From an optimization exercise on the open Yosys and OpenROAD flow, aimed at small area, a short achievable clock period and few clock cycles per item; shortcuts taken in it are not production practice.
Function was not checked in any run shown here: the RTL went through the layout flow alone.
Power and IR drop assume default switching activity.

==> flow/design.v, too long to show whole: its modules and the start of the top module <==
// module EQ: 73 lines
// module EQ_stage1: 1580 lines
// module EQ_stage2: 251 lines
// module EQ_rom: 565 lines
module EQ(
    clk,
    rst_n,
    in_valid,
    in_row,
    in_col,
    out_valid,
    out
);
  // ...
==> flow/run.sh <==
#!/bin/bash
# synth_recipe.tcl (not shown) runs the flow's synth.tcl, then flattens the netlist and writes it again
# the make line also repeats each setting of config.mk as NAME=value (left out here)
make -C /OpenROAD-flow-scripts/flow DESIGN_CONFIG=/design/flow/config.mk WORK_HOME=/design/flow/orfs CLKGATE_MAP_FILE= SYNTH_SCRIPT=/design/flow/synth_recipe.tcl finish
==> flow/config.mk <==
export PLATFORM = sky130hd
export DESIGN_NAME = EQ
export DESIGN_NICKNAME = EQ
export VERILOG_FILES = /design/flow/design.v
export SDC_FILE = /design/flow/constraint.sdc
export NUM_CORES = 4
export LEC_CHECK = 0
export ABC_AREA = 1
export CAP_MARGIN = 20
export CORE_MARGIN = 2
export CORE_UTILIZATION = 50
export SLEW_MARGIN = 20
==> flow/constraint.sdc <==
create_clock -name core_clock -period 5.5 [get_ports {clk}]
set_input_delay 1.1000 -clock core_clock [delete_from_list [all_inputs] [get_ports {clk}]]
set_output_delay 1.1000 -clock core_clock [all_outputs]
set_load 0.01 [all_outputs]
==> summary.txt, run 1 <==
Run status
  – Outcome: complete, no violations

STA
  – Setup clock skew after layout: 0.0125 ns
  – Number of endpoints with negative hold slack in the final report: 0
  – Tmin final: 2.96 ns
  – Final setup viols: 0
  – Slack of the critical path: 2.54 ns

Worst setup path
  – Buffers plus inverters on the worst setup path: 3
  – Launching point of the worst reg2reg path: k[1]
  – Cells along the critical path: inv_1 > ha_1 > nor2_1 > inv_1 > ha_1 > inv_1 > nor2_1 > nor2_1 > nor2_1 > a21oi_1 > nand2_1 > nand2_1 > nor2_1 > nor2_1 > nand2_1 > nand3_1 > nand2_1 > nor2_1 > nor2_1
  – Startpoint kind of the worst setup timing path: flip-flop
  – Critical Path Start: k[1]

Synth
  – Leading cell types by count after synthesis: sky130_fd_sc_hd__nand2_1 (427), sky130_fd_sc_hd__inv_1 (127), sky130_fd_sc_hd__nand3_1 (123)
  – Mux share of post-synthesis cell area: 0
  – Post-synth EDFFs: 42
  – Count of unique library cells instantiated by Yosys: 50
  – Sequential share of the synthesized area: 0.263

Clock network
  – Clk root buf: sky130_fd_sc_hd__clkbuf_16
  – Cts repair resizes: 0
  – Setup Buffers After CTS: 0

Power
  – IR Drop Worst-Case VDD: 0.232 mV
  – Seq. pwr: 0.942 mW

Route
  – Final routed wire length divided by cell count: 18.7 um
  – Routed met1 length: 10.5 mm
  – Number of design rule violations left after detail routing: 0
  – Vias after detailed routing: 8,497
  – Met3 wirelength from detailed routing: 2.42 mm
  – Antenna violation net count after detailed routing: 0

Cells and area
  – Count of placed standard cells in the final layout, fillers left out: 1,428
  – Proportion of layout cells with a drive suffix above 1: 0.106
  – Clock tree buffer count of the final layout: 12
  – Multi-input logic portion of the cell area: 0.598
  – Synth-to-Final Area Change: 5.47%
  – Signal inverters: 143

Floorplanning
  – # rows: 45
  – Die area: 16,300 um^2

Global routing
  – Global-route usage over all layers: 0.336
  – Number of antenna violations at the first check in global routing: 0

Worst hold path
  – Worst hold stages: 1

Placement
  – Dpl cell area: 7740 um^2
==> module EQ, before the edit <==
module EQ(
    clk,
    rst_n,
    in_valid,
    in_row,
    in_col,
    out_valid,
    out
);
input clk, rst_n, in_valid;
input [2:0] in_row, in_col;
output logic out_valid;
output logic [2:0] out;
logic       got_a;       
logic       c1;          
logic       c2;          
logic       c3;          
logic       ld_a;        
logic       ld_b;        
logic [2:0] k;           
logic [7:0] ra, ca;      
logic [7:0] rb, cb;      
logic [7:0] in_r, in_c;
logic [5:0] s1_any;      
logic [17:0] s1_loc;     
logic       h2;          
logic       h;           
logic [5:0] idx;         
logic       hit;         
logic       found;       
logic [2:0] col0;        
logic [5:0] any_next;
logic [17:0] loc_next;
logic [5:0] idx_next;    
logic [2:0] col1;        
logic [2:0] col;         
EQ_stage1 u_stage1 (.ra(ra), .ca(ca), .rb(rb), .cb(cb), .dir(c2), .hit(hit), .col0(col0), .any(any_next), .loc(loc_next));
EQ_stage2 u_stage2 (.any(s1_any), .loc(s1_loc), .dir(h2), .idx(idx_next), .col1(col1));
EQ_rom u_rom (.idx(idx), .k(k), .h(h), .col(col));
assign found = (c1 && hit) || c2;
always_comb begin
    in_r = 8'd0; in_r[in_row] = 1'b1;
    in_c = 8'd0; in_c[in_col] = 1'b1;
end
always_ff @(posedge clk) begin
    if (ld_a) begin ra <= in_r; ca <= in_c; end
    else if (c1) ca <= {ca[0], ca[1], ca[2], ca[3], ca[4], ca[5], ca[6], ca[7]};
    if (ld_b) begin rb <= in_r; cb <= in_c; end
    else if (c1) cb <= {cb[0], cb[1], cb[2], cb[3], cb[4], cb[5], cb[6], cb[7]};
    s1_any <= any_next;
    s1_loc <= loc_next;
    h2 <= c2;
    if (c3) begin idx <= idx_next; h <= h2; end
    if (c1 || c2) out <= col0;
    else if (c3) out <= col1;
    else if (out_valid) out <= col;
end
always_ff @(posedge clk or negedge rst_n) begin
    if (!rst_n) begin
        got_a <= 1'b0; c1 <= 1'b0; c2 <= 1'b0; c3 <= 1'b0; out_valid <= 1'b0; k <= 3'd0;
        ld_a <= 1'b1; ld_b <= 1'b1;
    end else begin
        got_a <= in_valid && !got_a;
        c1 <= in_valid && got_a;
        c2 <= c1 && !hit;
        ld_a <= !in_valid && !(c1 && !hit);
        ld_b <= !(in_valid && got_a) && !(c1 && !hit);
        c3 <= found;
        if (found) begin out_valid <= 1'b1; k <= 3'd0; end
        else if (out_valid) begin k <= k + 3'd1; if (k == 3'd7) out_valid <= 1'b0; end
    end
end
endmodule
==> inputs of run 2 (changes only) <==
--- a/flow/design.v
+++ b/flow/design.v
@@ -13,16 +13,17 @@
 output logic [2:0] out;
 logic       got_a;       
 logic       c1;          
 logic       c2;          
 logic       c3;          
 logic       ld_a;        
 logic       ld_b;        
 logic [2:0] k;           
+logic [6:1] kh;          
 logic [7:0] ra, ca;      
 logic [7:0] rb, cb;      
 logic [7:0] in_r, in_c;
 logic [5:0] s1_any;      
 logic [17:0] s1_loc;     
 logic       h2;          
 logic       h;           
 logic [5:0] idx;         
@@ -31,17 +32,17 @@
 logic [2:0] col0;        
 logic [5:0] any_next;
 logic [17:0] loc_next;
 logic [5:0] idx_next;    
 logic [2:0] col1;        
 logic [2:0] col;         
 EQ_stage1 u_stage1 (.ra(ra), .ca(ca), .rb(rb), .cb(cb), .dir(c2), .hit(hit), .col0(col0), .any(any_next), .loc(loc_next));
 EQ_stage2 u_stage2 (.any(s1_any), .loc(s1_loc), .dir(h2), .idx(idx_next), .col1(col1));
-EQ_rom u_rom (.idx(idx), .k(k), .h(h), .col(col));
+EQ_rom u_rom (.idx(idx), .kh(kh), .h(h), .col(col));
 assign found = (c1 && hit) || c2;
 always_comb begin
     in_r = 8'd0; in_r[in_row] = 1'b1;
     in_c = 8'd0; in_c[in_col] = 1'b1;
 end
 always_ff @(posedge clk) begin
     if (ld_a) begin ra <= in_r; ca <= in_c; end
     else if (c1) ca <= {ca[0], ca[1], ca[2], ca[3], ca[4], ca[5], ca[6], ca[7]};
@@ -53,26 +54,27 @@
     if (c3) begin idx <= idx_next; h <= h2; end
     if (c1 || c2) out <= col0;
     else if (c3) out <= col1;
     else if (out_valid) out <= col;
 end
 always_ff @(posedge clk or negedge rst_n) begin
     if (!rst_n) begin
         got_a <= 1'b0; c1 <= 1'b0; c2 <= 1'b0; c3 <= 1'b0; out_valid <= 1'b0; k <= 3'd0;
-        ld_a <= 1'b1; ld_b <= 1'b1;
+        ld_a <= 1'b1; ld_b <= 1'b1; kh <= 6'd0;
     end else begin
         got_a <= in_valid && !got_a;
         c1 <= in_valid && got_a;
         c2 <= c1 && !hit;
         ld_a <= !in_valid && !(c1 && !hit);
         ld_b <= !(in_valid && got_a) && !(c1 && !hit);
         c3 <= found;
         if (found) begin out_valid <= 1'b1; k <= 3'd0; end
         else if (out_valid) begin k <= k + 3'd1; if (k == 3'd7) out_valid <= 1'b0; end
+        kh <= {kh[5:1], c3};
     end
 end
 endmodule
 module EQ_stage1(ra, ca, rb, cb, dir, hit, col0, any, loc);
   input [7:0] ra;
   wire [7:0] ra;
   input [7:0] ca;
   wire [7:0] ca;
@@ -1897,21 +1899,21 @@
   assign _050_ = 4'h2 >> { _048_, _018_ };
   assign col1[2] = 4'he >> { _050_, _049_ };
   assign t5[2:1] = 2'h3;
   assign t4[2] = loc[14];
   assign t2[2:1] = 2'h2;
   assign gs = { s_r4, idx[4:3] };
   assign idx[5] = s_r4;
 endmodule
-module EQ_rom(idx, k, h, col);
+module EQ_rom(idx, kh, h, col);
   input [5:0] idx;
   wire [5:0] idx;
-  input [2:0] k;
-  wire [2:0] k;
+  input [6:1] kh;
+  wire [6:1] kh;
   input h;
   wire h;
   output [2:0] col;
   wire [2:0] col;
   wire _000_;
   wire _001_;
   wire _002_;
   wire _003_;
@@ -2180,290 +2182,286 @@
   wire _266_;
   wire _267_;
   wire _268_;
   wire _269_;
   wire _270_;
   wire _271_;
   wire _272_;
   wire _273_;
-  wire _274_;
-  wire _275_;
-  assign _040_ = 4'h8 >> { k[0], k[1] };
-  assign _050_ = 4'h1 >> { k[0], k[1] };
-  assign _061_ = 4'h2 >> { _050_, k[2] };
-  assign _072_ = 4'h1 >> { _061_, _040_ };
-  assign _083_ = 4'h1 >> { _072_, idx[0] };
-  assign _094_ = 4'h1 >> { _083_, idx[1] };
-  assign _105_ = 4'h2 >> { k[0], k[2] };
-  assign _116_ = 4'h2 >> { k[0], k[1] };
-  assign _127_ = 4'h8 >> { k[1], k[2] };
-  assign _137_ = 4'h1 >> { _127_, _116_ };
-  assign _148_ = 4'h4 >> { _137_, _105_ };
-  assign _159_ = 4'h1 >> { _148_, idx[0] };
-  assign _170_ = 4'h2 >> { _159_, idx[1] };
-  assign _181_ = 4'h1 >> { _170_, _094_ };
-  assign _192_ = 4'h4 >> { k[1], k[2] };
-  assign _203_ = 4'h2 >> { k[1], k[2] };
-  assign _206_ = 4'h1 >> { _203_, _192_ };
-  assign _207_ = 4'h1 >> { _206_, _050_ };
-  assign _208_ = 4'h8 >> { _207_, idx[0] };
-  assign _209_ = 4'h1 >> { _208_, idx[2] };
-  assign _210_ = 4'h4 >> { _209_, _181_ };
-  assign _211_ = 4'h2 >> { _148_, idx[0] };
-  assign _212_ = 4'h1 >> { k[2], idx[0] };
-  assign _213_ = 4'h1 >> { _212_, idx[1] };
-  assign _214_ = 4'h4 >> { _213_, _211_ };
-  assign _215_ = 4'h8 >> { _137_, idx[0] };
-  assign _216_ = 4'h2 >> { _215_, idx[1] };
-  assign _217_ = 4'h4 >> { _216_, _083_ };
-  assign _218_ = 4'h1 >> { _217_, _214_ };
-  assign _219_ = 4'h2 >> { _218_, idx[2] };
-  assign _220_ = 4'h1 >> { _219_, idx[3] };
-  assign _221_ = 4'h4 >> { _220_, _210_ };
-  assign _222_ = 4'h1 >> { k[1], idx[0] };
-  assign _223_ = 4'h1 >> { _040_, k[2] };
-  assign _224_ = 4'h4 >> { _223_, idx[0] };
-  assign _225_ = 4'h1 >> { _224_, _222_ };
-  assign _226_ = 4'h2 >> { _072_, idx[0] };
-  assign _227_ = 4'h2 >> { _226_, _225_ };
-  assign _228_ = 4'h2 >> { _227_, _094_ };
-  assign _229_ = 4'h4 >> { _116_, k[2] };
-  assign _230_ = 4'h1 >> { _229_, _203_ };
-  assign _231_ = 4'h2 >> { _230_, idx[1] };
-  assign _232_ = 4'h4 >> { _231_, _050_ };
-  assign _233_ = 4'h1 >> { _232_, _228_ };
-  assign _234_ = 4'h1 >> { _223_, _061_ };
-  assign _235_ = 4'h1 >> { _234_, idx[2] };
-  assign _236_ = 4'h4 >> { _235_, _233_ };
-  assign _237_ = 4'h8 >> { _206_, idx[0] };
-  assign _238_ = 4'h2 >> { _237_, idx[2] };
-  assign _239_ = 4'h8 >> { _238_, _227_ };
-  assign _240_ = 4'h2 >> { _239_, idx[3] };
-  assign _241_ = 4'h4 >> { _240_, _236_ };
-  assign _242_ = 4'h1 >> { _241_, _221_ };
-  assign _243_ = 4'h2 >> { _242_, idx[5] };
-  assign _244_ = 4'h1 >> { _234_, idx[0] };
-  assign _245_ = 4'h2 >> { k[1], idx[0] };
-  assign _246_ = 4'h1 >> { _245_, _244_ };
-  assign _247_ = 4'h8 >> { _246_, k[2] };
-  assign _248_ = 4'h2 >> { _247_, _233_ };
-  assign _249_ = 4'h1 >> { _248_, idx[2] };
-  assign _250_ = 4'h4 >> { _148_, idx[1] };
-  assign _251_ = 4'h1 >> { _116_, _061_ };
-  assign _252_ = 4'h1 >> { _251_, idx[0] };
-  assign _253_ = 4'h2 >> { _252_, idx[1] };
-  assign _254_ = 4'h4 >> { _253_, _208_ };
-  assign _255_ = 4'h1 >> { _254_, _250_ };
-  assign _256_ = 4'h2 >> { _255_, idx[2] };
-  assign _257_ = 4'h1 >> { _256_, idx[3] };
-  assign _258_ = 4'h4 >> { _257_, _249_ };
-  assign _259_ = 4'h8 >> { _234_, idx[0] };
-  assign _260_ = 4'h1 >> { _259_, _224_ };
-  assign _261_ = 4'h8 >> { _260_, _231_ };
-  assign _262_ = 4'h1 >> { _261_, _230_ };
-  assign _263_ = 4'h8 >> { k[2], idx[0] };
-  assign _264_ = 4'h1 >> { _263_, _224_ };
-  assign _265_ = 4'h8 >> { _264_, idx[1] };
-  assign _266_ = 4'h4 >> { _265_, _234_ };
-  assign _267_ = 4'h2 >> { _266_, idx[2] };
-  assign _268_ = 4'h4 >> { _267_, _262_ };
-  assign _269_ = 4'h8 >> { _230_, idx[0] };
-  assign _270_ = 4'h1 >> { _269_, idx[1] };
-  assign _271_ = 4'h4 >> { _270_, _159_ };
-  assign _272_ = 4'h4 >> { _271_, _105_ };
-  assign _273_ = 4'h4 >> { _244_, _192_ };
-  assign _274_ = 4'h2 >> { _040_, idx[1] };
-  assign _275_ = 4'h4 >> { _274_, _263_ };
-  assign _000_ = 4'h4 >> { _275_, _273_ };
-  assign _001_ = 4'h1 >> { _000_, idx[2] };
-  assign _002_ = 4'h4 >> { _001_, _272_ };
-  assign _003_ = 4'h1 >> { _002_, _268_ };
-  assign _004_ = 4'h2 >> { _003_, idx[3] };
-  assign _005_ = 4'h2 >> { _004_, idx[4] };
-  assign _006_ = 4'h4 >> { _005_, _258_ };
-  assign _007_ = 4'h1 >> { _230_, idx[0] };
-  assign _008_ = 4'h8 >> { _148_, idx[0] };
-  assign _009_ = 4'h1 >> { _008_, _007_ };
-  assign _010_ = 4'h2 >> { _009_, idx[1] };
-  assign _011_ = 4'h2 >> { _271_, idx[2] };
-  assign _012_ = 4'h4 >> { _011_, _010_ };
-  assign _013_ = 4'h4 >> { _270_, idx[2] };
-  assign _014_ = 4'h8 >> { _013_, _225_ };
-  assign _015_ = 4'h1 >> { _226_, idx[2] };
-  assign _016_ = 4'h8 >> { _015_, _170_ };
-  assign _017_ = 4'h2 >> { _016_, idx[3] };
-  assign _018_ = 4'h4 >> { _017_, _014_ };
-  assign _019_ = 4'h4 >> { _018_, _012_ };
-  assign _020_ = 4'h2 >> { _007_, idx[1] };
-  assign _021_ = 4'h1 >> { _007_, _263_ };
-  assign _022_ = 4'h1 >> { _021_, _020_ };
-  assign _023_ = 4'h4 >> { _022_, _050_ };
-  assign _024_ = 4'h1 >> { _023_, _010_ };
-  assign _025_ = 4'h1 >> { _024_, idx[2] };
-  assign _026_ = 4'h1 >> { _207_, idx[0] };
-  assign _027_ = 4'h1 >> { _026_, _208_ };
-  assign _028_ = 4'h8 >> { _027_, _260_ };
-  assign _029_ = 4'h2 >> { _028_, idx[1] };
-  assign _030_ = 4'h4 >> { _027_, idx[1] };
-  assign _031_ = 4'h8 >> { _250_, k[1] };
-  assign _032_ = 4'h2 >> { _031_, idx[2] };
-  assign _033_ = 4'h4 >> { _032_, _030_ };
-  assign _034_ = 4'h4 >> { _033_, _029_ };
-  assign _035_ = 4'h1 >> { _034_, idx[3] };
-  assign _036_ = 4'h4 >> { _035_, _025_ };
-  assign _037_ = 4'h1 >> { _036_, _019_ };
-  assign _038_ = 4'h1 >> { _037_, idx[4] };
-  assign _039_ = 4'h1 >> { _038_, idx[5] };
-  assign _041_ = 4'h4 >> { _039_, _006_ };
-  assign _042_ = 4'h1 >> { _041_, _243_ };
-  assign _043_ = 4'h1 >> { _042_, h };
-  assign _044_ = 4'h8 >> { _042_, h };
-  assign col[1] = 4'h1 >> { _044_, _043_ };
-  assign _045_ = 4'h8 >> { idx[2], k[2] };
-  assign _046_ = 4'h4 >> { _045_, _239_ };
-  assign _047_ = 4'h2 >> { _234_, idx[0] };
-  assign _048_ = 4'h1 >> { _047_, _212_ };
-  assign _049_ = 4'h2 >> { _048_, idx[1] };
-  assign _051_ = 4'h1 >> { idx[1], k[1] };
-  assign _052_ = 4'h1 >> { _051_, idx[2] };
-  assign _053_ = 4'h4 >> { _052_, _049_ };
-  assign _054_ = 4'h2 >> { _053_, idx[3] };
-  assign _055_ = 4'h4 >> { _054_, _046_ };
-  assign _056_ = 4'h1 >> { _203_, idx[1] };
-  assign _057_ = 4'h4 >> { _056_, _234_ };
-  assign _058_ = 4'h2 >> { _057_, idx[2] };
-  assign _059_ = 4'h1 >> { _058_, _045_ };
-  assign _060_ = 4'h1 >> { _059_, _231_ };
-  assign _062_ = 4'h2 >> { _223_, idx[1] };
-  assign _063_ = 4'h1 >> { _062_, _056_ };
-  assign _064_ = 4'h1 >> { _063_, idx[2] };
-  assign _065_ = 4'h2 >> { _064_, idx[0] };
-  assign _066_ = 4'h4 >> { _065_, _060_ };
-  assign _067_ = 4'h8 >> { idx[1], k[2] };
-  assign _068_ = 4'h2 >> { _067_, k[1] };
-  assign _069_ = 4'h8 >> { _203_, idx[1] };
-  assign _070_ = 4'h1 >> { _069_, _068_ };
-  assign _071_ = 4'h1 >> { _070_, _271_ };
-  assign _073_ = 4'h1 >> { _246_, idx[1] };
-  assign _074_ = 4'h1 >> { _073_, idx[0] };
-  assign _075_ = 4'h4 >> { _074_, _071_ };
-  assign _076_ = 4'h1 >> { _075_, idx[3] };
-  assign _077_ = 4'h4 >> { _076_, _066_ };
-  assign _078_ = 4'h1 >> { _077_, _055_ };
-  assign _079_ = 4'h2 >> { _078_, idx[5] };
-  assign _080_ = 4'h1 >> { _048_, idx[1] };
-  assign _081_ = 4'h8 >> { k[1], idx[0] };
-  assign _082_ = 4'h1 >> { _000_, _253_ };
-  assign _084_ = 4'h1 >> { _082_, _081_ };
-  assign _085_ = 4'h1 >> { _084_, _080_ };
-  assign _086_ = 4'h1 >> { _085_, idx[2] };
-  assign _087_ = 4'h2 >> { _261_, idx[2] };
-  assign _088_ = 4'h4 >> { _087_, _070_ };
-  assign _089_ = 4'h2 >> { _088_, idx[3] };
-  assign _090_ = 4'h4 >> { _089_, _086_ };
-  assign _091_ = 4'h1 >> { _234_, _192_ };
-  assign _092_ = 4'h2 >> { _091_, idx[0] };
-  assign _093_ = 4'h8 >> { _015_, k[1] };
-  assign _095_ = 4'h1 >> { _093_, _092_ };
-  assign _096_ = 4'h2 >> { _095_, idx[1] };
-  assign _097_ = 4'h8 >> { _022_, idx[2] };
-  assign _098_ = 4'h4 >> { _013_, _244_ };
-  assign _099_ = 4'h1 >> { _098_, _097_ };
-  assign _100_ = 4'h4 >> { _099_, _096_ };
-  assign _101_ = 4'h1 >> { _100_, idx[3] };
-  assign _102_ = 4'h2 >> { _101_, idx[4] };
-  assign _103_ = 4'h4 >> { _102_, _090_ };
-  assign _104_ = 4'h1 >> { _081_, idx[1] };
-  assign _106_ = 4'h4 >> { _026_, k[1] };
-  assign _107_ = 4'h2 >> { _106_, _104_ };
-  assign _108_ = 4'h4 >> { _020_, _237_ };
-  assign _109_ = 4'h1 >> { _108_, idx[2] };
-  assign _110_ = 4'h4 >> { _109_, _107_ };
-  assign _111_ = 4'h1 >> { _260_, idx[1] };
-  assign _112_ = 4'h2 >> { _111_, _267_ };
-  assign _113_ = 4'h2 >> { _112_, idx[3] };
-  assign _114_ = 4'h4 >> { _113_, _110_ };
-  assign _115_ = 4'h2 >> { _265_, _246_ };
-  assign _117_ = 4'h4 >> { _265_, _246_ };
-  assign _118_ = 4'h1 >> { _117_, idx[2] };
-  assign _119_ = 4'h4 >> { _118_, _115_ };
-  assign _120_ = 4'h4 >> { _020_, _259_ };
-  assign _121_ = 4'h4 >> { _264_, idx[1] };
-  assign _122_ = 4'h2 >> { _121_, idx[2] };
-  assign _123_ = 4'h4 >> { _122_, _120_ };
-  assign _124_ = 4'h1 >> { _123_, idx[3] };
-  assign _125_ = 4'h4 >> { _124_, _119_ };
-  assign _126_ = 4'h1 >> { _125_, idx[4] };
-  assign _128_ = 4'h4 >> { _126_, _114_ };
-  assign _129_ = 4'h1 >> { _128_, idx[5] };
-  assign _130_ = 4'h4 >> { _129_, _103_ };
-  assign _131_ = 4'h1 >> { _130_, _079_ };
-  assign _132_ = 4'h1 >> { _131_, h };
-  assign _133_ = 4'h8 >> { _131_, h };
-  assign col[0] = 4'h1 >> { _133_, _132_ };
-  assign _134_ = 4'h4 >> { _071_, _049_ };
-  assign _135_ = 4'h1 >> { _134_, idx[2] };
-  assign _136_ = 4'h2 >> { _222_, idx[1] };
-  assign _138_ = 4'h4 >> { _136_, _208_ };
-  assign _139_ = 4'h2 >> { _138_, _011_ };
-  assign _140_ = 4'h1 >> { _139_, idx[3] };
-  assign _141_ = 4'h4 >> { _140_, _135_ };
-  assign _142_ = 4'h4 >> { _136_, _226_ };
-  assign _143_ = 4'h1 >> { _142_, idx[2] };
-  assign _144_ = 4'h4 >> { _143_, _271_ };
-  assign _145_ = 4'h8 >> { _027_, idx[2] };
-  assign _146_ = 4'h2 >> { _145_, idx[3] };
-  assign _147_ = 4'h4 >> { _146_, _144_ };
-  assign _149_ = 4'h2 >> { _147_, idx[5] };
-  assign _150_ = 4'h4 >> { _149_, _141_ };
-  assign _151_ = 4'h4 >> { _104_, _273_ };
-  assign _152_ = 4'h1 >> { _151_, idx[2] };
-  assign _153_ = 4'h4 >> { _152_, _094_ };
-  assign _154_ = 4'h1 >> { _153_, _014_ };
-  assign _155_ = 4'h2 >> { _026_, idx[1] };
-  assign _156_ = 4'h1 >> { _259_, _127_ };
-  assign _157_ = 4'h8 >> { _156_, _155_ };
-  assign _158_ = 4'h1 >> { _157_, _154_ };
-  assign _160_ = 4'h1 >> { _222_, _211_ };
-  assign _161_ = 4'h2 >> { _160_, idx[1] };
-  assign _162_ = 4'h2 >> { _073_, idx[2] };
-  assign _163_ = 4'h4 >> { _162_, _161_ };
-  assign _164_ = 4'h1 >> { _163_, idx[3] };
-  assign _165_ = 4'h4 >> { _164_, _158_ };
-  assign _166_ = 4'h1 >> { _246_, _127_ };
-  assign _167_ = 4'h2 >> { _166_, idx[1] };
-  assign _168_ = 4'h1 >> { _273_, idx[1] };
-  assign _169_ = 4'h4 >> { _168_, _092_ };
-  assign _171_ = 4'h1 >> { _169_, _167_ };
-  assign _172_ = 4'h1 >> { _171_, idx[2] };
-  assign _173_ = 4'h1 >> { _008_, _222_ };
-  assign _174_ = 4'h1 >> { _173_, _212_ };
-  assign _175_ = 4'h1 >> { _174_, idx[1] };
-  assign _176_ = 4'h4 >> { _155_, _092_ };
-  assign _177_ = 4'h2 >> { _176_, idx[2] };
-  assign _178_ = 4'h4 >> { _177_, _175_ };
-  assign _179_ = 4'h2 >> { _178_, idx[3] };
-  assign _180_ = 4'h4 >> { _179_, _172_ };
-  assign _182_ = 4'h1 >> { _180_, idx[4] };
-  assign _183_ = 4'h4 >> { _182_, _165_ };
-  assign _184_ = 4'h1 >> { _030_, idx[2] };
-  assign _185_ = 4'h4 >> { _184_, _254_ };
-  assign _186_ = 4'h8 >> { _251_, idx[0] };
-  assign _187_ = 4'h2 >> { _186_, _136_ };
-  assign _188_ = 4'h2 >> { _187_, _058_ };
-  assign _189_ = 4'h1 >> { _188_, idx[3] };
-  assign _190_ = 4'h4 >> { _189_, _185_ };
-  assign _191_ = 4'h4 >> { _030_, _223_ };
-  assign _193_ = 4'h2 >> { _191_, _087_ };
-  assign _194_ = 4'h2 >> { _173_, idx[1] };
-  assign _195_ = 4'h2 >> { _194_, _152_ };
-  assign _196_ = 4'h2 >> { _195_, idx[3] };
-  assign _197_ = 4'h4 >> { _196_, _193_ };
-  assign _198_ = 4'h1 >> { _197_, _190_ };
-  assign _199_ = 4'h2 >> { _198_, idx[4] };
-  assign _200_ = 4'h1 >> { _199_, idx[5] };
-  assign _201_ = 4'h4 >> { _200_, _183_ };
-  assign _202_ = 4'h1 >> { _201_, _150_ };
-  assign _204_ = 4'h4 >> { _202_, h };
-  assign _205_ = 4'h2 >> { _202_, h };
-  assign col[2] = 4'h1 >> { _205_, _204_ };
+  assign _069_ = 4'h8 >> idx[3:2];
+  assign _080_ = 4'h4 >> { _069_, idx[0] };
+  assign _091_ = 4'h8 >> { idx[0], idx[1] };
+  assign _102_ = 4'h1 >> { idx[0], idx[1] };
+  assign _113_ = 4'h1 >> { _102_, _091_ };
+  assign _124_ = 4'h8 >> { _113_, idx[3] };
+  assign _135_ = 4'h1 >> { _102_, idx[2] };
+  assign _145_ = 4'h4 >> { _135_, idx[3] };
+  assign _156_ = 4'h1 >> { _145_, _124_ };
+  assign _167_ = 4'h4 >> { _156_, _080_ };
+  assign _178_ = 4'h2 >> { _167_, idx[4] };
+  assign _189_ = 4'h2 >> { idx[2], idx[0] };
+  assign _200_ = 4'h2 >> { _113_, idx[2] };
+  assign _204_ = 4'h1 >> { _200_, idx[3] };
+  assign _205_ = 4'h4 >> { _204_, _189_ };
+  assign _206_ = 4'h2 >> { _113_, _069_ };
+  assign _207_ = 4'h1 >> idx[2:1];
+  assign _208_ = 4'h1 >> { _207_, idx[4] };
+  assign _209_ = 4'h4 >> { _208_, _206_ };
+  assign _210_ = 4'h4 >> { _209_, _205_ };
+  assign _211_ = 4'h1 >> { _210_, idx[5] };
+  assign _212_ = 4'h4 >> { _211_, _178_ };
+  assign _213_ = 4'h8 >> { _135_, idx[3] };
+  assign _214_ = 4'h1 >> { _213_, _069_ };
+  assign _215_ = 4'h2 >> { _200_, idx[5] };
+  assign _216_ = 4'h8 >> { _215_, _214_ };
+  assign _217_ = 4'h1 >> { _216_, _212_ };
+  assign _218_ = 4'h2 >> { _217_, kh[1] };
+  assign _219_ = 4'h4 >> { _102_, idx[3] };
+  assign _220_ = 4'h8 >> { _219_, idx[2] };
+  assign _221_ = 4'h1 >> { _220_, idx[3] };
+  assign _222_ = 4'h1 >> { idx[2], idx[0] };
+  assign _223_ = 4'h1 >> { _222_, idx[3] };
+  assign _224_ = 4'h8 >> { _223_, _113_ };
+  assign _225_ = 4'h2 >> { _224_, _221_ };
+  assign _226_ = 4'h2 >> { _225_, _214_ };
+  assign _227_ = 4'h2 >> { _226_, idx[4] };
+  assign _228_ = 4'h8 >> { idx[2], idx[0] };
+  assign _229_ = 4'h1 >> { _228_, _222_ };
+  assign _230_ = 4'h1 >> { _229_, idx[3] };
+  assign _231_ = 4'h4 >> { _230_, _091_ };
+  assign _232_ = 4'h1 >> { _200_, _189_ };
+  assign _233_ = 4'h2 >> { _232_, idx[3] };
+  assign _234_ = 4'h1 >> { _233_, _231_ };
+  assign _235_ = 4'h4 >> idx[2:1];
+  assign _236_ = 4'h2 >> idx[2:1];
+  assign _237_ = 4'h1 >> { _236_, _235_ };
+  assign _238_ = 4'h8 >> { _237_, idx[0] };
+  assign _239_ = 4'h1 >> { _219_, idx[4] };
+  assign _240_ = 4'h4 >> { _239_, _238_ };
+  assign _241_ = 4'h8 >> { _240_, _234_ };
+  assign _242_ = 4'h1 >> { _241_, _227_ };
+  assign _243_ = 4'h1 >> { _242_, idx[5] };
+  assign _244_ = 4'h4 >> { _231_, _207_ };
+  assign _245_ = 4'h2 >> { _080_, idx[5] };
+  assign _246_ = 4'h4 >> { _245_, _244_ };
+  assign _247_ = 4'h2 >> { _246_, kh[3] };
+  assign _248_ = 4'h4 >> { _247_, _243_ };
+  assign _249_ = 4'h4 >> idx[3:2];
+  assign _250_ = 4'h4 >> { idx[0], idx[1] };
+  assign _251_ = 4'h2 >> { _250_, _249_ };
+  assign _252_ = 4'h8 >> { _228_, idx[3] };
+  assign _253_ = 4'h2 >> { _252_, idx[5] };
+  assign _254_ = 4'h4 >> { _253_, _251_ };
+  assign _255_ = 4'h4 >> { _254_, _205_ };
+  assign _256_ = 4'h1 >> { _213_, idx[4] };
+  assign _257_ = 4'h2 >> { _238_, _221_ };
+  assign _258_ = 4'h2 >> { _257_, _256_ };
+  assign _259_ = 4'h8 >> { _080_, idx[1] };
+  assign _260_ = 4'h1 >> { _235_, idx[3] };
+  assign _261_ = 4'h8 >> { _260_, idx[0] };
+  assign _262_ = 4'h2 >> { _261_, idx[4] };
+  assign _263_ = 4'h4 >> { _262_, _259_ };
+  assign _264_ = 4'h1 >> { _263_, idx[5] };
+  assign _265_ = 4'h4 >> { _264_, _258_ };
+  assign _266_ = 4'h1 >> { _265_, _255_ };
+  assign _267_ = 4'h2 >> { _266_, kh[6] };
+  assign _268_ = 4'h4 >> { _260_, _135_ };
+  assign _269_ = 4'h1 >> { _252_, _251_ };
+  assign _270_ = 4'h2 >> { _269_, idx[1] };
+  assign _271_ = 4'h2 >> { _270_, idx[4] };
+  assign _272_ = 4'h4 >> { _271_, _268_ };
+  assign _273_ = 4'h1 >> { _124_, idx[4] };
+  assign _000_ = 4'h1 >> { _273_, _256_ };
+  assign _001_ = 4'h1 >> { _000_, _204_ };
+  assign _002_ = 4'h1 >> { _001_, idx[5] };
+  assign _003_ = 4'h4 >> { _002_, _272_ };
+  assign _004_ = 4'h2 >> { _213_, idx[5] };
+  assign _005_ = 4'h1 >> { _237_, idx[3] };
+  assign _006_ = 4'h4 >> { _005_, _189_ };
+  assign _007_ = 4'h2 >> { _006_, _004_ };
+  assign _008_ = 4'h2 >> { _007_, kh[5] };
+  assign _009_ = 4'h4 >> { _008_, _003_ };
+  assign _010_ = 4'h1 >> { _009_, _267_ };
+  assign _011_ = 4'h4 >> { _010_, _248_ };
+  assign _012_ = 4'h4 >> { _011_, _218_ };
+  assign _013_ = 4'h2 >> { idx[0], idx[1] };
+  assign _014_ = 4'h2 >> { _013_, _249_ };
+  assign _015_ = 4'h1 >> { _014_, _259_ };
+  assign _016_ = 4'h4 >> { _235_, idx[3] };
+  assign _017_ = 4'h2 >> { _135_, idx[4] };
+  assign _018_ = 4'h4 >> { _017_, _016_ };
+  assign _019_ = 4'h2 >> { _069_, idx[4] };
+  assign _020_ = 4'h1 >> { _229_, idx[1] };
+  assign _021_ = 4'h8 >> { _020_, idx[3] };
+  assign _022_ = 4'h2 >> { _021_, idx[4] };
+  assign _023_ = 4'h1 >> { _022_, _019_ };
+  assign _024_ = 4'h1 >> { _023_, _223_ };
+  assign _025_ = 4'h1 >> { _024_, _018_ };
+  assign _026_ = 4'h2 >> { _025_, _015_ };
+  assign _027_ = 4'h4 >> { _005_, idx[0] };
+  assign _028_ = 4'h1 >> { _027_, idx[4] };
+  assign _029_ = 4'h4 >> { _028_, _233_ };
+  assign _030_ = 4'h1 >> { _029_, idx[5] };
+  assign _031_ = 4'h4 >> { _030_, _026_ };
+  assign _032_ = 4'h4 >> { _013_, idx[2] };
+  assign _033_ = 4'h1 >> { _228_, idx[3] };
+  assign _034_ = 4'h4 >> { _033_, _032_ };
+  assign _035_ = 4'h2 >> { _034_, _253_ };
+  assign _036_ = 4'h2 >> { _035_, kh[4] };
+  assign _037_ = 4'h4 >> { _036_, _031_ };
+  assign _038_ = 4'h1 >> { _234_, idx[4] };
+  assign _039_ = 4'h1 >> { _226_, idx[2] };
+  assign _040_ = 4'h2 >> { _039_, _019_ };
+  assign _041_ = 4'h1 >> { _040_, _038_ };
+  assign _042_ = 4'h1 >> { _041_, idx[5] };
+  assign _043_ = 4'h2 >> { _268_, _254_ };
+  assign _044_ = 4'h2 >> { _043_, kh[2] };
+  assign _045_ = 4'h4 >> { _044_, _042_ };
+  assign _046_ = 4'h1 >> { _045_, _037_ };
+  assign _047_ = 4'h8 >> { _046_, _012_ };
+  assign _048_ = 4'h2 >> { _047_, h };
+  assign _049_ = 4'h4 >> { _047_, h };
+  assign col[1] = 4'h1 >> { _049_, _048_ };
+  assign _050_ = 4'h8 >> { _207_, idx[3] };
+  assign _051_ = 4'h1 >> { _050_, _252_ };
+  assign _052_ = 4'h4 >> { _051_, _013_ };
+  assign _053_ = 4'h2 >> { _052_, _245_ };
+  assign _054_ = 4'h1 >> { _235_, idx[0] };
+  assign _055_ = 4'h8 >> { _054_, idx[3] };
+  assign _056_ = 4'h1 >> { _055_, idx[4] };
+  assign _057_ = 4'h1 >> { _020_, idx[3] };
+  assign _058_ = 4'h2 >> { _057_, _056_ };
+  assign _059_ = 4'h1 >> { _269_, _113_ };
+  assign _060_ = 4'h1 >> { _059_, _055_ };
+  assign _061_ = 4'h2 >> { _244_, idx[4] };
+  assign _062_ = 4'h8 >> { _061_, _060_ };
+  assign _063_ = 4'h1 >> { _062_, _058_ };
+  assign _064_ = 4'h1 >> { _063_, idx[5] };
+  assign _065_ = 4'h1 >> { _064_, _053_ };
+  assign _066_ = 4'h2 >> { _065_, kh[6] };
+  assign _067_ = 4'h1 >> { _207_, idx[3] };
+  assign _068_ = 4'h4 >> { _067_, _027_ };
+  assign _070_ = 4'h1 >> { _000_, _206_ };
+  assign _071_ = 4'h4 >> { _070_, _068_ };
+  assign _072_ = 4'h1 >> { _019_, idx[5] };
+  assign _073_ = 4'h4 >> { _072_, _071_ };
+  assign _074_ = 4'h4 >> { _067_, _200_ };
+  assign _075_ = 4'h2 >> { _074_, idx[5] };
+  assign _076_ = 4'h2 >> { _075_, kh[1] };
+  assign _077_ = 4'h4 >> { _076_, _073_ };
+  assign _078_ = 4'h1 >> { _057_, _091_ };
+  assign _079_ = 4'h2 >> { _078_, idx[4] };
+  assign _081_ = 4'h1 >> { _238_, idx[3] };
+  assign _082_ = 4'h4 >> { _081_, _250_ };
+  assign _083_ = 4'h2 >> { _082_, _273_ };
+  assign _084_ = 4'h1 >> { _083_, _079_ };
+  assign _085_ = 4'h1 >> { _084_, idx[5] };
+  assign _086_ = 4'h1 >> { _236_, _228_ };
+  assign _087_ = 4'h1 >> { _086_, idx[3] };
+  assign _088_ = 4'h2 >> { _087_, idx[5] };
+  assign _089_ = 4'h1 >> { _088_, _053_ };
+  assign _090_ = 4'h1 >> { _089_, _050_ };
+  assign _092_ = 4'h2 >> { _090_, kh[2] };
+  assign _093_ = 4'h4 >> { _092_, _085_ };
+  assign _094_ = 4'h2 >> { _251_, _239_ };
+  assign _095_ = 4'h4 >> { _094_, _021_ };
+  assign _096_ = 4'h4 >> { _095_, _226_ };
+  assign _097_ = 4'h8 >> { _249_, idx[0] };
+  assign _098_ = 4'h2 >> { _097_, idx[4] };
+  assign _099_ = 4'h4 >> { _098_, _225_ };
+  assign _100_ = 4'h1 >> { _099_, idx[5] };
+  assign _101_ = 4'h4 >> { _100_, _096_ };
+  assign _103_ = 4'h2 >> { _014_, idx[5] };
+  assign _104_ = 4'h4 >> { _103_, _219_ };
+  assign _105_ = 4'h2 >> { _104_, kh[3] };
+  assign _106_ = 4'h4 >> { _105_, _101_ };
+  assign _107_ = 4'h1 >> { _106_, _093_ };
+  assign _108_ = 4'h4 >> { _107_, _077_ };
+  assign _109_ = 4'h8 >> { _075_, _051_ };
+  assign _110_ = 4'h1 >> { _206_, _145_ };
+  assign _111_ = 4'h8 >> { _110_, _056_ };
+  assign _112_ = 4'h4 >> { _111_, _068_ };
+  assign _114_ = 4'h2 >> { _032_, _271_ };
+  assign _115_ = 4'h1 >> { _114_, idx[5] };
+  assign _116_ = 4'h4 >> { _115_, _112_ };
+  assign _117_ = 4'h1 >> { _116_, _109_ };
+  assign _118_ = 4'h2 >> { _117_, kh[4] };
+  assign _119_ = 4'h8 >> { _230_, idx[1] };
+  assign _120_ = 4'h4 >> { _015_, _220_ };
+  assign _121_ = 4'h4 >> { _120_, _119_ };
+  assign _122_ = 4'h1 >> { _121_, idx[4] };
+  assign _123_ = 4'h1 >> { _122_, _099_ };
+  assign _125_ = 4'h1 >> { _123_, idx[5] };
+  assign _126_ = 4'h1 >> { _081_, _014_ };
+  assign _127_ = 4'h2 >> { _126_, idx[5] };
+  assign _128_ = 4'h2 >> { _127_, kh[5] };
+  assign _129_ = 4'h4 >> { _128_, _125_ };
+  assign _130_ = 4'h1 >> { _129_, _118_ };
+  assign _131_ = 4'h8 >> { _130_, _108_ };
+  assign _132_ = 4'h4 >> { _131_, _066_ };
+  assign _133_ = 4'h2 >> { _132_, h };
+  assign _134_ = 4'h4 >> { _132_, h };
+  assign col[0] = 4'h1 >> { _134_, _133_ };
+  assign _136_ = 4'h1 >> { _121_, _113_ };
+  assign _137_ = 4'h1 >> { _136_, _080_ };
+  assign _138_ = 4'h4 >> { _137_, _135_ };
+  assign _139_ = 4'h2 >> { _138_, _004_ };
+  assign _140_ = 4'h8 >> { _017_, _167_ };
+  assign _141_ = 4'h1 >> { _059_, _224_ };
+  assign _142_ = 4'h1 >> { _141_, idx[4] };
+  assign _143_ = 4'h1 >> { _142_, idx[5] };
+  assign _144_ = 4'h4 >> { _143_, _140_ };
+  assign _146_ = 4'h1 >> { _144_, _139_ };
+  assign _147_ = 4'h2 >> { _146_, kh[2] };
+  assign _148_ = 4'h4 >> { _111_, _220_ };
+  assign _149_ = 4'h8 >> { _022_, _156_ };
+  assign _150_ = 4'h1 >> { _149_, _148_ };
+  assign _151_ = 4'h1 >> { _150_, idx[5] };
+  assign _152_ = 4'h8 >> { _229_, idx[3] };
+  assign _153_ = 4'h2 >> { _152_, _088_ };
+  assign _154_ = 4'h1 >> { _153_, _151_ };
+  assign _155_ = 4'h2 >> { _154_, kh[4] };
+  assign _157_ = 4'h1 >> { _152_, _054_ };
+  assign _158_ = 4'h1 >> { _157_, _124_ };
+  assign _159_ = 4'h2 >> { _158_, idx[4] };
+  assign _160_ = 4'h8 >> { _269_, _239_ };
+  assign _161_ = 4'h4 >> { _160_, _068_ };
+  assign _162_ = 4'h1 >> { _161_, idx[5] };
+  assign _163_ = 4'h4 >> { _162_, _159_ };
+  assign _164_ = 4'h2 >> { _230_, idx[5] };
+  assign _165_ = 4'h4 >> { _164_, _152_ };
+  assign _166_ = 4'h2 >> { _165_, kh[3] };
+  assign _168_ = 4'h4 >> { _166_, _163_ };
+  assign _169_ = 4'h1 >> { _168_, _155_ };
+  assign _170_ = 4'h2 >> { _137_, idx[5] };
+  assign _171_ = 4'h2 >> { _236_, _124_ };
+  assign _172_ = 4'h1 >> { _119_, idx[4] };
+  assign _173_ = 4'h4 >> { _172_, _171_ };
+  assign _174_ = 4'h1 >> { _018_, idx[5] };
+  assign _175_ = 4'h4 >> { _174_, _173_ };
+  assign _176_ = 4'h2 >> { _175_, kh[1] };
+  assign _177_ = 4'h4 >> { _176_, _170_ };
+  assign _179_ = 4'h1 >> { _005_, _224_ };
+  assign _180_ = 4'h8 >> { _179_, _022_ };
+  assign _181_ = 4'h2 >> { _074_, _028_ };
+  assign _182_ = 4'h8 >> { _181_, _060_ };
+  assign _183_ = 4'h1 >> { _182_, _180_ };
+  assign _184_ = 4'h1 >> { _183_, idx[5] };
+  assign _185_ = 4'h4 >> { _051_, _006_ };
+  assign _186_ = 4'h2 >> { _185_, idx[5] };
+  assign _187_ = 4'h2 >> { _186_, kh[5] };
+  assign _188_ = 4'h4 >> { _187_, _184_ };
+  assign _190_ = 4'h2 >> { _259_, _258_ };
+  assign _191_ = 4'h1 >> { _024_, idx[5] };
+  assign _192_ = 4'h4 >> { _191_, _190_ };
+  assign _193_ = 4'h1 >> { _005_, _252_ };
+  assign _194_ = 4'h8 >> { _193_, _103_ };
+  assign _195_ = 4'h2 >> { _194_, kh[6] };
+  assign _196_ = 4'h4 >> { _195_, _192_ };
+  assign _197_ = 4'h1 >> { _196_, _188_ };
+  assign _198_ = 4'h4 >> { _197_, _177_ };
+  assign _199_ = 4'h8 >> { _198_, _169_ };
+  assign _201_ = 4'h4 >> { _199_, _147_ };
+  assign _202_ = 4'h2 >> { _201_, h };
+  assign _203_ = 4'h4 >> { _201_, h };
+  assign col[2] = 4'h1 >> { _203_, _202_ };
 endmodule
==> run 2 against run 1 <==
  * Die area is 6.0% higher
  * Count of clock-buffer cells in the layout shrank 3
  * Sequential power is 2% higher
  * Clock power decreased by 4.4%
  * Clock skew down 0.0080 ns
  * Power shrank 12%
  * Area after synthesis rose by 6.2%
  * Still clean
  * Core utilization fell by 0.22 points
  * Cell count increased by 6.4%
  * Synthesized cell count is 4.8% higher
  * Sequential share of layout area increased by 0.62 points
==> summary.txt, run 2 <==
Run status
  – Outcome: complete, no violations

Synth
  – Cell with the most instances after synthesis: sky130_fd_sc_hd__nand2_1
  – Share of the synthesized area in the top cell type: 0.233
  – Leading cell types by count after synthesis: sky130_fd_sc_hd__nand2_1 (506), sky130_fd_sc_hd__nor2_1 (145), sky130_fd_sc_hd__inv_1 (112)
  – Synthesized area: 8140 um^2
  – Synthesized netlist net count: 1,347
  – Area contributors post-synth: sky130_fd_sc_hd__nand2_1 (23%), sky130_fd_sc_hd__edfxtp_1 (16%), sky130_fd_sc_hd__nor2_1 (6.7%), sky130_fd_sc_hd__nand3_1 (6.3%), sky130_fd_sc_hd__dfxtp_1 (6.2%)
  – Avg Synthesized Cell Area: 6.17 um^2
  – Synth warnings: 1
  – Leading area contributor after synthesis: sky130_fd_sc_hd__nand2_1
  – Post-synth EDFFs: 42 (unchanged)
  – Proportion of register bits with asynchronous set or reset after synthesis: 0.193
  – Register bit total from synthesis: 83
  – Count of unique library cells instantiated by Yosys: 47 (-6.0%)
  – Main synth FF type: sky130_fd_sc_hd__edfxtp_1
  – Sequential share of the synthesized area: 0.266 (+0.00300)
  – Post-Syn Instances: 1,318

Route
  – Vias after detailed routing: 8,737 (+2.8%)
  – First-pass detailed-route iteration total: 8
  – Final routed wire length divided by cell count: 18.4 um (-1.6%)
  – Antenna violation net count after detailed routing: 0 (unchanged)
  – DRC violation total after the first TritonRoute iteration: 1,113
  – Detail-routed via count per cell: 5.75
  – Final WL: 27.9 mm
  – Number of design rule violations left after detail routing: 0 (unchanged)

Cells and area
  – Post-layout nets: 1,327
  – Most frequent standard cell in the layout excluding fill and tap cells: sky130_fd_sc_hd__nand2_1
  – Antenna Cells: 0
  – Top library cells by usage in the layout, fill and taps aside: sky130_fd_sc_hd__nand2_1 (506), sky130_fd_sc_hd__nor2_1 (145), sky130_fd_sc_hd__inv_1 (112)
  – Proportion of layout cells with a drive suffix above 1: 0.109 (+0.00253)
  – Filler cell count: 1,668
  – Number of flip-flops in the largest register: 18
  – Synth-to-Final Area Change: 4.09%
  – Count of placed standard cells in the final layout, fillers left out: 1,519 (+6.4%)
  – Final Cell Area: 8470 um^2
  – Final standard cell utilization of the core: 0.533
  – Register containing the most flip-flops in the final layout: s1_loc

STA
  – Setup repair after global routing missed its margin: false
  – Post-route setup TNS: 0 ns
  – Portion of the clock cycle consumed by the worst path in the final layout: 0.520
  – Slack of the critical path: 2.64 ns (+0.0993 ns)
  – Setup clock skew after layout: 0.00451 ns (-0.00798 ns)
  – Remaining max-slew budget at the tightest pin: 0.517
  – Final Hold Slack: 0.420 ns
  – Number of endpoints with negative hold slack in the final report: 0 (unchanged)
  – Transition time at the pin with the least slew margin: 0.725 ns
  – Final setup viols: 0 (unchanged)
  – Tmin final: 2.86 ns (-0.0993 ns)
  – Maximum achievable frequency: 350 MHz
  – Count of final max-slew check failures: 0

Worst setup path
  – Cells along the critical path: inv_1 > ha_1 > inv_1 > nand2_1 > nand2_1 > nand3_1 > o21ai_0 > nand2_1 > nand2_1 > nand2_1 > nor2_1 > nand2_1 > nand2_1 > nand3_1 > nand2_1 > nand2_1
  – Buffers plus inverters on the worst setup path: 2 (-1)
  – Largest stage delay, worst path: 0.63 ns
  – Data arrival time at the worst-slack endpoint: 2.94 ns
  – Library cell appearing most often on the critical path: sky130_fd_sc_hd__nand2_1
  – Biggest fanout along the worst timing path: 11
  – CP max-delay cell: sky130_fd_sc_hd__edfxtp_1
  – Cell family with the largest share of critical-path delay: simple AND/OR/NAND/NOR gates
  – Required @ worst endpoint: 5.59 ns
  – Type of the setup path with the least slack: flip-flop to flip-flop
  – Register-to-register path setup slack: 2.64 ns
  – CP Capture Type: flip-flop
  – Startpoint kind of the worst setup timing path: flip-flop

Global routing
  – Vias in the first global route: 8,190
  – Global-route usage over all layers: 0.322 (-0.0143)
  – Wire length of the first global-routing pass: 43.8 mm
  – Number of antenna violations at the first check in global routing: 0 (unchanged)
  – Leftover overflow at the end of global routing: 0
  – Pin count of the biggest net entering global routing: 23

Clock network
  – Cts repair resizes: 0 (unchanged)
  – Maximum clock path buffer count: 2
  – Setup Buffers After CTS: 0 (unchanged)
  – CTS H-tree depth: 3
  – CTS tree: built
  – Total CTS buffers: 9
  – Clk latency of the worst-skew pair: 0.35 ns
  – Cts-stage hold buffer count: 0
  – Clk pin slew, worst setup/hold paths: 0.06 ns
  – Sink Count: 83
  – Clk root buf: sky130_fd_sc_hd__clkbuf_16

Power
  – IR Drop Worst-Case VDD: 0.185 mV (-20%)
  – Total power: 2.77 mW
  – Cell area power density: 327 nW/um^2
  – Leakage Power: 4.79 nW

Floorplanning
  – Number of top-level pins: 13
  – # rows: 46 (+2.2%)
  – Die area: 17,300 um^2 (+6.0%)
  – Starting utilization of the core area: 0.512
  – Die Wd: 132 um
  – Area inside the core boundary: 15,900 um^2
  – Die height: 132 um

Worst hold path
  – Min-delay worst type: flip-flop to flip-flop

Job
  – Max-cap check violation count: 0

Placement
  – Weighted congestion at the end of routability-driven global placement: 1.04
  – Post-DP HPWL: 22.2 mm
  – Placed Cells incl. Taps: 1,503
  – Total of buffers placed on input and output ports: 12
  – Dpl cell area: 8170 um^2 (+5.5%)
  – Dpl ws: 2.49 ns
[run 2: changes by cell type after synthesis, sizes merged, moves of 5 or more]
cell and change:
nor2 +33, nand3b +9, inv -15, dfrtp +6, nand3 -20, nand4 -20
nand2 +94, nor3 -5, o21ai -17
[run 2: worst register-to-register path, stage by stage (launching register included)]
cell and delay (ns):
sky130_fd_sc_hd__edfxtp_1 0.63, sky130_fd_sc_hd__inv_1 0.23, sky130_fd_sc_hd__ha_1 0.39, sky130_fd_sc_hd__inv_1 0.13, sky130_fd_sc_hd__nand2_1 0.13, sky130_fd_sc_hd__nand2_1 0.15
sky130_fd_sc_hd__nand3_1 0.08, sky130_fd_sc_hd__o21ai_0 0.22, sky130_fd_sc_hd__nand2_1 0.07, sky130_fd_sc_hd__nand2_1 0.06, sky130_fd_sc_hd__nand2_1 0.06, sky130_fd_sc_hd__nor2_1 0.14
sky130_fd_sc_hd__nand2_1 0.07, sky130_fd_sc_hd__nand2_1 0.06, sky130_fd_sc_hd__nand3_1 0.06, sky130_fd_sc_hd__nand2_1 0.06, sky130_fd_sc_hd__nand2_1 0.05
[run 2: final cells by class]
class | instances | area (um^2) | area share
Tap cell | 216 | 270 | 0.0319
Sequential cell | 83 | 2160 | 0.256
Timing Repair Buffer | 12 | 120 | 0.0142
Inverter | 129 | 485 | 0.0573
Multi-Input combinational cell | 1063 | 5130 | 0.605
Clock buffer | 9 | 225 | 0.0266
Clock inverter | 7 | 75.1 | 0.00887
[run 2: kinds of logic (layout without fill, tap and decap cells)]
| kind of cell | count (synthesis) | in the layout | share of synthesized area |
|---|---|---|---|
| adder cells (fa/ha/maj) | 20 | 20 | 0.0308 |
| AND/OR/NAND/NOR | 905 | 905 | 0.498 |
| flip-flops | 83 | 83 | 0.266 |
| XOR/XNOR | 3 | 3 | 0.00323 |
| buffers and inverters | 172 | 157 | 0.104 |
| AO/OA/AOI/OAI | 135 | 135 | 0.0986 |
[run 2: per-layer routing]
metal  part of all wire  track usage  wire length (um)
met1               0.40        0.408             11100
met3              0.095       0.0664              2640
met4              0.057        0.156              1600
met2               0.45        0.522             12500
met5                  0            0                 0
[run 2: final timing paths]
kind,cells after the start,to,from
max in group asynchronous,1,got_a,rst_n
max,16,out[2],idx[0]
min in group asynchronous,1,c3,rst_n
min,1,got_a,got_a
min reg2reg,1,got_a,got_a
max reg2reg,16,out[2],idx[0]
[run 2: where the power goes]
part	internal [mW]	switching, mW	total (mW)
registers	0.795	0.162	0.957
logic	0.401	0.795	1.20
clock network	0.354	0.259	0.613

[separate check: timing with driven ports]
In the flow no input, the clock included, has a driving cell. The finished layouts below were timed again as built, in two steps. Step 1: set_driving_cell puts a clkbuf_16 on clk and a buf_2 on each other input, an assumption about the parent block. Step 2, shift: input delay + t, output delay - t, t = (earliest + latest rising clock arrival at the registers) / 2. This alone moves slack from input paths to output paths. Three values: ideal ports, drivers, drivers and shift; two values: the first two.
run	t (ns)	setup slack, ns	latest minus earliest clock arrival (ns)
run 1	0.390	2.542 / 2.542 / 2.484	0.013 / 0.014
run 2	0.392	2.641 / 2.641 / 2.511	0.005 / 0.004
After both steps setup and hold are still met in every run listed. The setup slack of run 2, which loses most, moves by 0.000 ns with the drivers and by -0.130 ns with both steps.
